Source: an optimization exercise on an open RTL-to-GDS flow (aim: small area and a short achievable clock period). Production flows keep margins and buffers that such runs may drop. In this exercise RTL edits were held to simulation tests only and were not proved equivalent to the original.

==> v22: inputs <==
==> flow/design.v (excerpt) <==
module half_sigmoid(
input rstn,
input clk,
input in_valid,
input [15:0] a,
output out_valid,
output [15:0] c
);
export LEC_CHECK = 0
export ABC_AREA = 1
export CAP_MARGIN = 20
export CORE_MARGIN = 2
export CORE_UTILIZATION = 40
export GPL_TIMING_DRIVEN = 0
export SETUP_SLACK_MARGIN = 5
export SLEW_MARGIN = 20
create_clock -name core_clock -period 9.5 [get_ports {clk}]
standard.sh (not shown) runs the stock make flow with config.mk's settings and CLKGATE_MAP_FILE= SYNTH_SCRIPT=/design/flow/synth_recipe.tcl, a recipe that flattens the netlist after the stock synthesis.
==> flow/flow/run.sh <==
#!/bin/bash
# Standard ORFS layout, except that after the standard synthesis the
# combinational logic between the registers is re-mapped by ABC for area
# (flip-flops, their names and cell types are kept as synthesis made them),
# the port buffers are buf_4 cells and timing repair aims at a 3.9 ns period
# (setup margin 5.6 ns at the design's 9.5 ns clock; the SDC is unchanged).
set -euo pipefail
RES=$PWD/orfs/results/$FLOW_PLATFORM/half_sigmoid/base
YOSYS=$FLOW_HOME/../tools/install/yosys/bin/yosys
bash standard.sh synth > synth.log 2>&1
cp $RES/1_2_yosys.v $RES/1_2_yosys_std.v
LIB=$FLOW_HOME/platforms/$FLOW_PLATFORM/lib/sky130_fd_sc_hd__tt_025C_1v80.lib \
IN=$RES/1_2_yosys_std.v OUT=$RES/1_2_yosys.v TOP=$FLOW_TOP \
  $YOSYS -c flow/remap.tcl > remap.log 2>&1
bash standard.sh finish BUFFER_PORTS_ARGS="-buffer_cell sky130_fd_sc_hd__buf_4" SETUP_SLACK_MARGIN=5.6 > standard.log 2>&1
==> flow/flow/abc.constr <==
set_driving_cell sky130_fd_sc_hd__buf_1
set_load 5
==> flow/flow/remap.tcl <==
yosys -import
set lib $::env(LIB)
set dont {}
foreach c {probe_p_8 probec_p_8} { lappend dont -dont_use sky130_fd_sc_hd__$c }
lappend dont -dont_use {sky130_fd_sc_hd__lpflow_*} -dont_use {sky130_fd_sc_hd__fill_*}
read_liberty -ignore_miss_func $lib
read_verilog $::env(IN)
hierarchy -top $::env(TOP)
set seq {}
foreach m [split [string trim [tee -q -s result.string select -list-mod =A:liberty_cell]] "\n"] { }
# keep flip-flops and tie cells as cells
foreach c [split [exec grep -o {sky130_fd_sc_hd__\(df\|conb\|dl\|sdf\|ed\)[a-z0-9_]*} $::env(IN) | sort -u] "\n"] {
  if {$c ne ""} { setattr -mod -set keep_hierarchy 1 $c; lappend seq $c }
}
flatten
opt_clean
abc -liberty $lib {*}$dont -script "+strash;dch,-f;map,-D,2800;topo;buffer;upsize;dnsize" -constr flow/abc.constr
opt_clean -purge
foreach c $seq { blackbox $c }
hierarchy -top $::env(TOP)
hilomap -singleton -hicell sky130_fd_sc_hd__conb_1 HI -locell sky130_fd_sc_hd__conb_1 LO
splitnets
opt_clean -purge
tee -o $::env(OUT).stat stat -liberty $lib
write_verilog -noattr -noexpr -nohex -nodec $::env(OUT)
==> v11 (differences from v22) <==
--- a/flow/design.v
+++ b/flow/design.v
@@ -12,15 +12,15 @@
 input clk,
 input in_valid,
 input [15:0] a,
 output out_valid,
 output [15:0] c
 );
 localparam DROWS = 2;                           
-localparam DSTG  = (10 + DROWS - 1) / DROWS;    
+localparam DSTG  = (12 + DROWS - 1) / DROWS;    
 localparam LAT   = 8 + DSTG;                    
 reg [LAT:0] vpipe;
 always @(posedge clk)
   if (!rstn) vpipe <= 0;
   else       vpipe <= {vpipe[LAT-1:0], in_valid};
 assign out_valid = vpipe[LAT];
 wire [4:0] E_i   = a[14:10];
@@ -124,37 +124,35 @@
   reg [10:0] rem_o; reg [11:0] q_o;
   reg [11:0] r2, df; reg ge;
   integer rr, bit_i;
   always @* begin
     rem_o = drem[gs]; q_o = dq[gs];
     for (rr = 0; rr < DROWS; rr = rr + 1) begin
       bit_i = 11 - (gs*DROWS + rr);
-      if (bit_i >= 2) begin
+      if (bit_i >= 0) begin
         if (bit_i == 11) r2 = {1'b0, rem_o};
         else             r2 = {rem_o, 1'b0};
         df = {1'b0, r2[10:0]} - {2'b01, dden[gs]};
         ge = r2[11] | ~df[11];
         q_o[bit_i] = ge;
         rem_o = ge ? df[10:0] : r2[10:0];
       end
     end
   end
   always @(posedge clk) begin
     drem[gs+1] <= rem_o; dq[gs+1] <= q_o; dden[gs+1] <= dden[gs];
     dS[gs+1] <= (gs == 0) ? (dS[gs] + {3'b0, de27} - {3'b0, dt21}) : dS[gs]; dfs[gs+1] <= dfs[gs]; dipv[gs+1] <= dipv[gs];
   end
 end endgenerate
-wire [11:0] q12_f = {dq[DSTG][11:2], 2'b00};
+wire [11:0] q12_f = dq[DSTG];
 wire        bq_f  = q12_f[11];
 wire [3:0]  S_f   = dS[DSTG];                      
 wire [10:0] Qs_f  = q12_f >> S_f;
 wire [11:0] low_f = q12_f & ~(12'hfff << S_f);
-wire [12:0] r2s_f = bq_f ? {1'b0, drem[DSTG], 1'b0} : {drem[DSTG], 2'b00};
-wire        stl_f = r2s_f >= {2'b01, dden[DSTG]};
-wire        dstk_f = (|low_f) | stl_f;
+wire        dstk_f = |{low_f[11:1], low_f[0] & ~bq_f};
 wire [11:0] X_f = !dfs[DSTG] ? (12'd2048 + {1'b0, Qs_f[10:1], 1'b0}) :
                                (12'd2048 - {1'b0, Qs_f} - {11'b0, dstk_f});
 wire [4:0] ipv_f = dipv[DSTG];
 wire       pos_f = ~ipv_f[4] & (ipv_f != 5'd0);
 wire       zr_f  = (ipv_f == 5'd0);
 wire [4:0] sa_f  = pos_f ? (5'd12 - ipv_f) : (5'd1 - ipv_f);
 reg [11:0] X_6; reg pos_6, zr_6; reg [3:0] sa_6; reg sp_6;
--- a/flow/flow/remap.tcl
+++ b/flow/flow/remap.tcl
@@ -10,15 +10,15 @@
 foreach m [split [string trim [tee -q -s result.string select -list-mod =A:liberty_cell]] "\n"] { }
 # keep flip-flops and tie cells as cells
 foreach c [split [exec grep -o {sky130_fd_sc_hd__\(df\|conb\|dl\|sdf\|ed\)[a-z0-9_]*} $::env(IN) | sort -u] "\n"] {
   if {$c ne ""} { setattr -mod -set keep_hierarchy 1 $c; lappend seq $c }
 }
 flatten
 opt_clean
-abc -liberty $lib {*}$dont -script "+strash;dch,-f;map,-D,2800;topo;buffer;upsize;dnsize" -constr flow/abc.constr
+abc -liberty $lib {*}$dont -script "+strash;dch,-f;map,-D,2500;topo;buffer;upsize;dnsize" -constr flow/abc.constr
 opt_clean -purge
 foreach c $seq { blackbox $c }
 hierarchy -top $::env(TOP)
 hilomap -singleton -hicell sky130_fd_sc_hd__conb_1 HI -locell sky130_fd_sc_hd__conb_1 LO
 splitnets
 opt_clean -purge
 tee -o $::env(OUT).stat stat -liberty $lib
- CTS_BUF_LIST: default -> sky130_fd_sc_hd__clkbuf_4 sky130_fd_sc_hd__clkbuf_8
==> notes <==
Between v11 and v22, the lower critical path depth is in v11 (gap 8). Of v22 and v11, v22 has the higher cell area (gap 3.1%, measured against v11). Between v11 and v22, the lower non-clock buffer count is in v11 (gap 205). In v11 the maximum frequency is larger than in v22, by 11%. Against v11, the sequential share of layout area of v22 is lower by 2.0 points.
==> figures <==
| quantity | v22 | v11 |
|---|---|---|
| Run status | complete, no violations | complete, no violations |
| Fill cells | 6133 | 6947 |
| Via density per instance | 5.06 | 4.98 |
| Met2 Wirelength | 35000 um | 32500 um |
| First-pass iteration count of the detailed router | 6 | 7 |
| Via count | 26100 | 26100 |
| Sequential share of cell area | 0.259 | 0.280 |
| Max frequency | 245 MHz | 273 MHz |
| Syn nets | 3965 | 4179 |
| Post-CTS setup buffer count | 122 | 0 |
| Number of tap instances | 846 | 873 |
| Post-Layout Inst Area | 32000 sq um | 31100 sq um |

-- what the ideal ports hide --
The flow's constraints put no driver on any port. The routed layouts listed below were extracted and timed again, unchanged, in two steps.
Step 1: set_driving_cell puts a clkbuf_16 on clk and a buf_2 on each other input, an assumption about the parent block.
Step 2, shift: input delay + t, output delay - t, t = (earliest + latest rising clock arrival at the registers) / 2. This alone moves slack from input paths to output paths.
a / b / c = no drivers / after step 1 / after step 2; a / b = the first two.
run | t (ns) | setup slack, ns | latest minus earliest clock arrival (ns) | worst slew at a driven data input, ns
v22 | 0.645 | 5.423 / 5.423 / 5.423 | 0.049 / 0.049 | 0.05
v11 | 0.706 | 5.839 / 5.839 / 5.839 | 0.051 / 0.050 | 0.04
After both steps every run listed still meets setup and hold.
